What follows belongs to an exercise in optimizing a design on an open flow for small area; a production flow would make more cautious choices.
Function was checked by simulation only, so behaviour that the tests miss may differ from the original.
No driver is modelled on the clock port, so clock power and skew are understated where the tree is cut down; a real chip needs a root buffer or a tree.
Power is estimated from default activity; no workload was simulated.

Setup of the previous run:
==> module Top, before the edit <==
module Top (
    input  logic       clk_1MHz,
    input  logic       reset,
    input  logic       data_in,
    input  logic       write_in,
    input  logic       dequeue_in,
    output logic [7:0] fila_data_out,
    output logic [7:0] fila_len_out
);
    logic [3:0] a, b;
    logic       fast, slow;
    function automatic logic [3:0] step(input logic [3:0] v);
        step = {v[2:0], v[3] ? v[0] : ~(v[0] & v[1])};
    endfunction
    assign fast = a[3] & a[2] & a[0];
    assign slow = a[3] & ~a[2] & ~a[0] & b[3] & b[1] & b[0];
    always_ff @(posedge clk_1MHz or posedge reset) begin
        if (reset) begin
            a <= 4'd0;
            b <= 4'd0;
        end else begin
            a <= step(a);
            if (fast) b <= step(b);
        end
    end
    logic [3:0] s;
    logic [7:0] buffer;
    logic       busy;
    logic [3:0] len;
    logic [7:0] mem [8];
    logic [7:0] dout;
    logic recv, req, full, empty, enq, deq, inc;
    assign recv  = ~s[3];
    assign req   = s[3] & ~s[1] & s[0];
    assign full  = len[3];
    assign empty = (len == 4'd0);
    assign enq   = slow & ~busy & req & ~full;
    assign deq   = slow & ~busy & ~(req & ~full) & dequeue_in & ~empty;
    assign inc   = (fast & (recv ? write_in : ~req)) | enq;
    logic [3:0] ts, tl;
    logic [2:0] tq;
    logic       tb;
    assign ts[0] = inc;
    assign ts[1] = inc & s[0];
    assign ts[2] = inc & s[0] & s[1] & ~s[3];
    assign ts[3] = inc & s[0] & s[1] & (s[2] | s[3]);
    assign tl[0] = enq | deq;
    assign tl[1] = (enq & len[0]) | (deq & ~len[0]);
    assign tl[2] = (enq & len[0] & len[1]) | (deq & ~len[0] & ~len[1]);
    assign tl[3] = (enq & len[0] & len[1] & len[2]) | (deq & ~len[0] & ~len[1] & ~len[2]);
    assign tb = slow & (busy | (req & ~full) | (dequeue_in & ~empty));
    always_ff @(posedge clk_1MHz or posedge reset) begin
        if (reset) begin
            s    <= 4'd0;
            busy <= 1'b0;
            len  <= 4'd0;
            dout <= 8'd0;
        end else begin
            s    <= s ^ ts;
            busy <= busy ^ tb;
            len  <= len ^ tl;
            if (deq) dout <= head;
        end
    end
    logic [2:0] q;
    logic [7:0] head;
    logic       ins;
    assign ins = ({1'b0, q} == len);
    assign tq[0] = ~deq;
    assign tq[1] = ~deq & q[0];
    assign tq[2] = ~deq & q[0] & q[1];
    always_ff @(posedge clk_1MHz or posedge reset) begin
        if (reset) q <= 3'd0;
        else q <= q ^ tq;
    end
    always_ff @(posedge clk_1MHz) begin
        if (fast & recv & write_in) buffer <= {data_in, buffer[7:1]};
        mem[0] <= ins ? buffer : mem[7];
        for (int i = 1; i < 8; i++) mem[i] <= mem[i - 1];
        if (q == 3'd0) head <= mem[7];
    end
    assign fila_data_out = dout;
    assign fila_len_out  = {4'd0, len};
endmodule
Settings: LEC_CHECK=0, CAP_MARGIN=20, CORE_MARGIN=2, CORE_UTILIZATION=75, PLACE_DENSITY=0.8, SLEW_MARGIN=20; clock period 10.0 ns.
standard.sh (not shown) runs the stock make flow with config.mk's settings and CLKGATE_MAP_FILE= SYNTH_SCRIPT=/design/flow/synth_recipe.tcl, a recipe that flattens the netlist after the stock synthesis.
==> flow/flow/run.sh <==
#!/bin/bash
# Standard ORFS layout (bash standard.sh) with these changes:
#  - port buffers are buf_1;
#  - every gate is shrunk to its smallest size before the placement repair,
#    which then resizes or buffers what needs it (flow/downsize.tcl);
#  - CTS's tree is replaced by a flat one: the clock port drives three
#    clkbuf_16, each driving a third of the registers (flow/handtree.tcl);
#  - the constant outputs share one tie cell.
# All tool output goes to make.log here and to ORFS's per-step logs under
# orfs/logs/.
set -euo pipefail
here=$(pwd)
bash standard.sh \
  "BUFFER_PORTS_ARGS=-buffer_cell sky130_fd_sc_hd__buf_1" \
  "CTS_ARGS=-sink_clustering_enable -repair_clock_nets -dont_use_dummy_load" \
  "PRE_RESIZE_TCL=$here/flow/downsize.tcl" \
  "POST_CTS_TCL=$here/flow/handtree.tcl" \
  SKIP_REPAIR_TIE_FANOUT=1 \
  finish > make.log 2>&1
Other scripts of this flow, unchanged in this note and not shown: flow/flow/downsize.tcl, flow/flow/handtree.tcl
Both conditions hold for the previous run: the flow ran to the end and the final layout passed the timing, design-rule and antenna checks.
[inputs] the current run vs the previous run
==> flow/design.v <==
module Top (
    input  logic       clk_1MHz,
    input  logic       reset,
    input  logic       data_in,
    input  logic       write_in,
    input  logic       dequeue_in,
    output logic [7:0] fila_data_out,
    output logic [7:0] fila_len_out
);
    logic [1:0] m;
    logic [4:0] c;
    logic       fast, slow;
    assign fast = ~m[0] & ~c[4] & ((c[1] & c[0]) | (~c[2] & ~c[0]));
    assign slow = m[0] & ~m[1] & ~c[4] & ~c[3] & ~c[2];
    always_ff @(posedge clk_1MHz or posedge reset) begin
        if (reset) begin
            m <= 2'd0;
            c <= 5'd6;
        end else begin
            m <= {m[1] ^ m[0], ~m[0]};
            c <= {c[3:0], c[4] ^ (c[2] & (c[0] ^ c[1]))};
        end
    end
    logic [3:0] s;
    logic [7:0] buffer;
    logic       busy;
    logic [3:0] len;
    logic [7:0] mem [7];
    logic [7:0] dout;
    logic [7:0] head;
    logic recv, req, full, empty, enq, deq, inc;
    assign recv  = ~s[3];
    assign req   = s[3] & ~s[1] & s[0];
    assign full  = len[3];
    assign empty = (len == 4'd0);
    assign enq   = slow & ~busy & req & ~full;
    assign deq   = slow & ~busy & ~(req & ~full) & dequeue_in & ~empty;
    assign inc   = (fast & (recv ? write_in : ~req)) | enq;
    logic [3:0] ts, tl;
    logic       tb;
    assign ts[0] = inc;
    assign ts[1] = inc & s[0];
    assign ts[2] = inc & s[0] & s[1] & ~s[3];
    assign ts[3] = inc & s[0] & s[1] & (s[2] | s[3]);
    assign tl[0] = enq | deq;
    assign tl[1] = (enq & len[0]) | (deq & ~len[0]);
    assign tl[2] = (enq & len[0] & len[1]) | (deq & ~len[0] & ~len[1]);
    assign tl[3] = (enq & len[0] & len[1] & len[2]) | (deq & ~len[0] & ~len[1] & ~len[2]);
    assign tb = slow & (busy | (req & ~full) | (dequeue_in & ~empty));
    always_ff @(posedge clk_1MHz or posedge reset) begin
        if (reset) begin
            s    <= 4'd0;
            busy <= 1'b0;
            len  <= 4'd0;
            dout <= 8'd0;
        end else begin
            s    <= s ^ ts;
            busy <= busy ^ tb;
            len  <= len ^ tl;
            if (deq) dout <= head;
        end
    end
    logic [2:0] u;
    logic       hv, ld, ins, len7;
    logic [2:0] tu;
    assign len7 = (len == 4'd7);
    assign ld   = ~hv & (u == 3'd0) & ~empty;
    assign ins  = len7 ? (hv & (u == 3'd0)) : (~len[3] & (u == len[2:0]));
    assign tu[0] = ~deq & ~(u[1] & u[2]);
    assign tu[1] = ~deq & (u[0] | (u[1] & u[2]));
    assign tu[2] = ~deq & u[1] & (u[0] | u[2]);
    always_ff @(posedge clk_1MHz or posedge reset) begin
        if (reset) begin
            u  <= 3'd0;
            hv <= 1'b0;
        end else begin
            u  <= u ^ tu;
            hv <= hv ^ (ld | (hv & deq));
        end
    end
    always_ff @(posedge clk_1MHz) begin
        if (fast & recv & write_in) buffer <= {data_in, buffer[7:1]};
        mem[0] <= ins ? buffer : mem[6];
        for (int i = 1; i < 7; i++) mem[i] <= mem[i - 1];
        if (ld) head <= mem[6];
    end
    assign fila_data_out = dout;
    assign fila_len_out  = {4'd0, len};
endmodule
==> notes.md <==
Clock transition time at the flip-flop clock pins of the worst setup and hold paths delta (the current run -> the previous run): insignificant. Taking the previous run over the current run, the average cell area after synthesis ratio works out to 1.18. The current run — async set-reset flop share out of synthesis 2.1 points higher, the previous run as reference. Area: the current run vs the previous run -> the current run smaller. Comparing the previous run and the current run, the higher clock skew is on the previous run. Cmp the current run vs the previous run: switching power total higher in the current run. The current run: flip-flop and latch count is about 7% lower than what the previous run reported. Compared with the previous run, the current run shows a setup slack that is 0.16 ns higher. Going from the previous run to the current run, first-iteration DRC count +270%, wire length +about 3.4%, shortest clock period the worst path allows after layout -0.16 ns.
In every run of this note, the design's own scripts or RTL, not TritonCTS, make the clock network.

* * *

Top, a different RTL version from the one above (not shown whole).
Size in the first run: about 100 flip-flops, about 21 I/O pins, about 3100 um2 of cells after synthesis.
==> module Top, before the edit <==
module Top (
    input  logic       clk_1MHz,
    input  logic       reset,
    input  logic       data_in,
    input  logic       write_in,
    input  logic       dequeue_in,
    output logic [7:0] fila_data_out,
    output logic [7:0] fila_len_out
);
    logic [3:0] a, b;
    logic       fast, slow;
    function automatic logic [3:0] step(input logic [3:0] v);
        step = {v[2:0], v[3] ? v[0] : ~(v[0] & v[1])};
    endfunction
    assign fast = a[3] & a[2] & a[0];
    assign slow = a[3] & ~a[2] & ~a[0] & b[3] & b[1] & b[0];
    always_ff @(posedge clk_1MHz or posedge reset) begin
        if (reset) begin
            a <= 4'd0;
            b <= 4'd0;
        end else begin
            a <= step(a);
            if (fast) b <= step(b);
        end
    end
    logic [3:0] s;
    logic [7:0] buffer;
    logic       busy;
    logic [3:0] len;
    logic [7:0] mem [7];
    logic [7:0] dout;
    logic [7:0] head;
    logic recv, req, full, empty, enq, deq, inc;
    assign recv  = ~s[3];
    assign req   = s[3] & ~s[1] & s[0];
    assign full  = len[3];
    assign empty = (len == 4'd0);
    assign enq   = slow & ~busy & req & ~full;
    assign deq   = slow & ~busy & ~(req & ~full) & dequeue_in & ~empty;
    assign inc   = (fast & (recv ? write_in : ~req)) | enq;
    logic [3:0] ts, tl;
    logic       tb;
    assign ts[0] = inc;
    assign ts[1] = inc & s[0];
    assign ts[2] = inc & s[0] & s[1] & ~s[3];
    assign ts[3] = inc & s[0] & s[1] & (s[2] | s[3]);
    assign tl[0] = enq | deq;
    assign tl[1] = (enq & len[0]) | (deq & ~len[0]);
    assign tl[2] = (enq & len[0] & len[1]) | (deq & ~len[0] & ~len[1]);
    assign tl[3] = (enq & len[0] & len[1] & len[2]) | (deq & ~len[0] & ~len[1] & ~len[2]);
    assign tb = slow & (busy | (req & ~full) | (dequeue_in & ~empty));
    always_ff @(posedge clk_1MHz or posedge reset) begin
        if (reset) begin
            s    <= 4'd0;
            busy <= 1'b0;
            len  <= 4'd0;
            dout <= 8'd0;
        end else begin
            s    <= s ^ ts;
            busy <= busy ^ tb;
            len  <= len ^ tl;
            if (deq) dout <= head;
        end
    end
    logic [2:0] u;
    logic       hv, ld, ins, len7;
    logic [2:0] tu;
    assign len7 = (len == 4'd7);
    assign ld   = ~hv & (u == 3'd0) & ~empty;
    assign ins  = len7 ? (hv & (u == 3'd0)) : (~len[3] & (u == len[2:0]));
    assign tu[0] = ~deq & ~(u[1] & u[2]);
    assign tu[1] = ~deq & (u[0] | (u[1] & u[2]));
    assign tu[2] = ~deq & u[1] & (u[0] | u[2]);
    always_ff @(posedge clk_1MHz or posedge reset) begin
        if (reset) begin
            u  <= 3'd0;
            hv <= 1'b0;
        end else begin
            u  <= u ^ tu;
            hv <= hv ^ (ld | (hv & deq));
        end
    end
    always_ff @(posedge clk_1MHz) begin
        if (fast & recv & write_in) buffer <= {data_in, buffer[7:1]};
        mem[0] <= ins ? buffer : mem[6];
        for (int i = 1; i < 7; i++) mem[i] <= mem[i - 1];
        if (ld) head <= mem[6];
    end
    assign fila_data_out = dout;
    assign fila_len_out  = {4'd0, len};
endmodule
export LEC_CHECK = 0
export CAP_MARGIN = 20
export CORE_MARGIN = 2
export CORE_UTILIZATION = 75
export PLACE_DENSITY = 0.8
export SLEW_MARGIN = 20
create_clock -name core_clock -period 10.0 [get_ports {clk_1MHz}]
Scripts as last shown in full above: flow/flow/run.sh
Other scripts of this flow, unchanged in this note and not shown: flow/flow/downsize.tcl, flow/flow/handtree.tcl
The starting point produced a clean layout.
Rerun with:
--- a/flow/design.v
+++ b/flow/design.v
@@ -29,7 +29,6 @@
     logic [3:0] len;
     logic [7:0] mem [7];
     logic [7:0] dout;
-    logic [7:0] head;
     logic recv, req, full, empty, enq, deq, inc;
     assign recv  = ~s[3];
     assign req   = s[3] & ~s[1] & s[0];
@@ -63,6 +62,7 @@
         end
     end
     logic [2:0] u;
+    logic [7:0] head;
     logic       hv, ld, ins, len7;
     logic [2:0] tu;
     assign len7 = (len == 4'd7);
The new run finished with timing, DRC and antenna clean.
Core utilization stays the same.
Worst setup slack stays the same.
Register-to-register slack stays flat.
Die area does not change.
Via count stays the same.
Power stays the same.
Wire length is unchanged.
Worst hold slack is unchanged.
Combinational power hardly moves.
Fmax stays the same.
Clock skew does not change.
Global-route usage is unchanged.
Critical path depth is unchanged.
No run of this note takes its clock network from TritonCTS; it comes from the design's own scripts or RTL.

[separate check: timing with driven ports]
In the flow no input, the clock included, has a driving cell. The finished layouts below were timed again as built, in two steps.
Step 1 assumes that a clkbuf_16 drives the clock port and a buf_2 every other input.
Step 2, shift: input delay + t, output delay - t, t = (earliest + latest rising clock arrival at the registers) / 2. This alone moves slack from input paths to output paths.
Slacks: ideal / step 1 / step 2; pairs: ideal / step 1.
run | t (ns) | slack for setup (ns) | clock arrival spread, ns
the previous run | 0.224 | 6.446 / 6.476 / 6.252 | 0.013 / 0.014
the current run | 0.224 | 6.610 / 6.640 / 6.416 | 0.007 / 0.007
the first run of note 2 | 0.224 | 6.604 / 6.629 / 6.405 | 0.011 / 0.012
the second run of note 2 | 0.224 | 6.604 / 6.629 / 6.405 | 0.011 / 0.012
After both steps setup and hold are still met in every run listed.
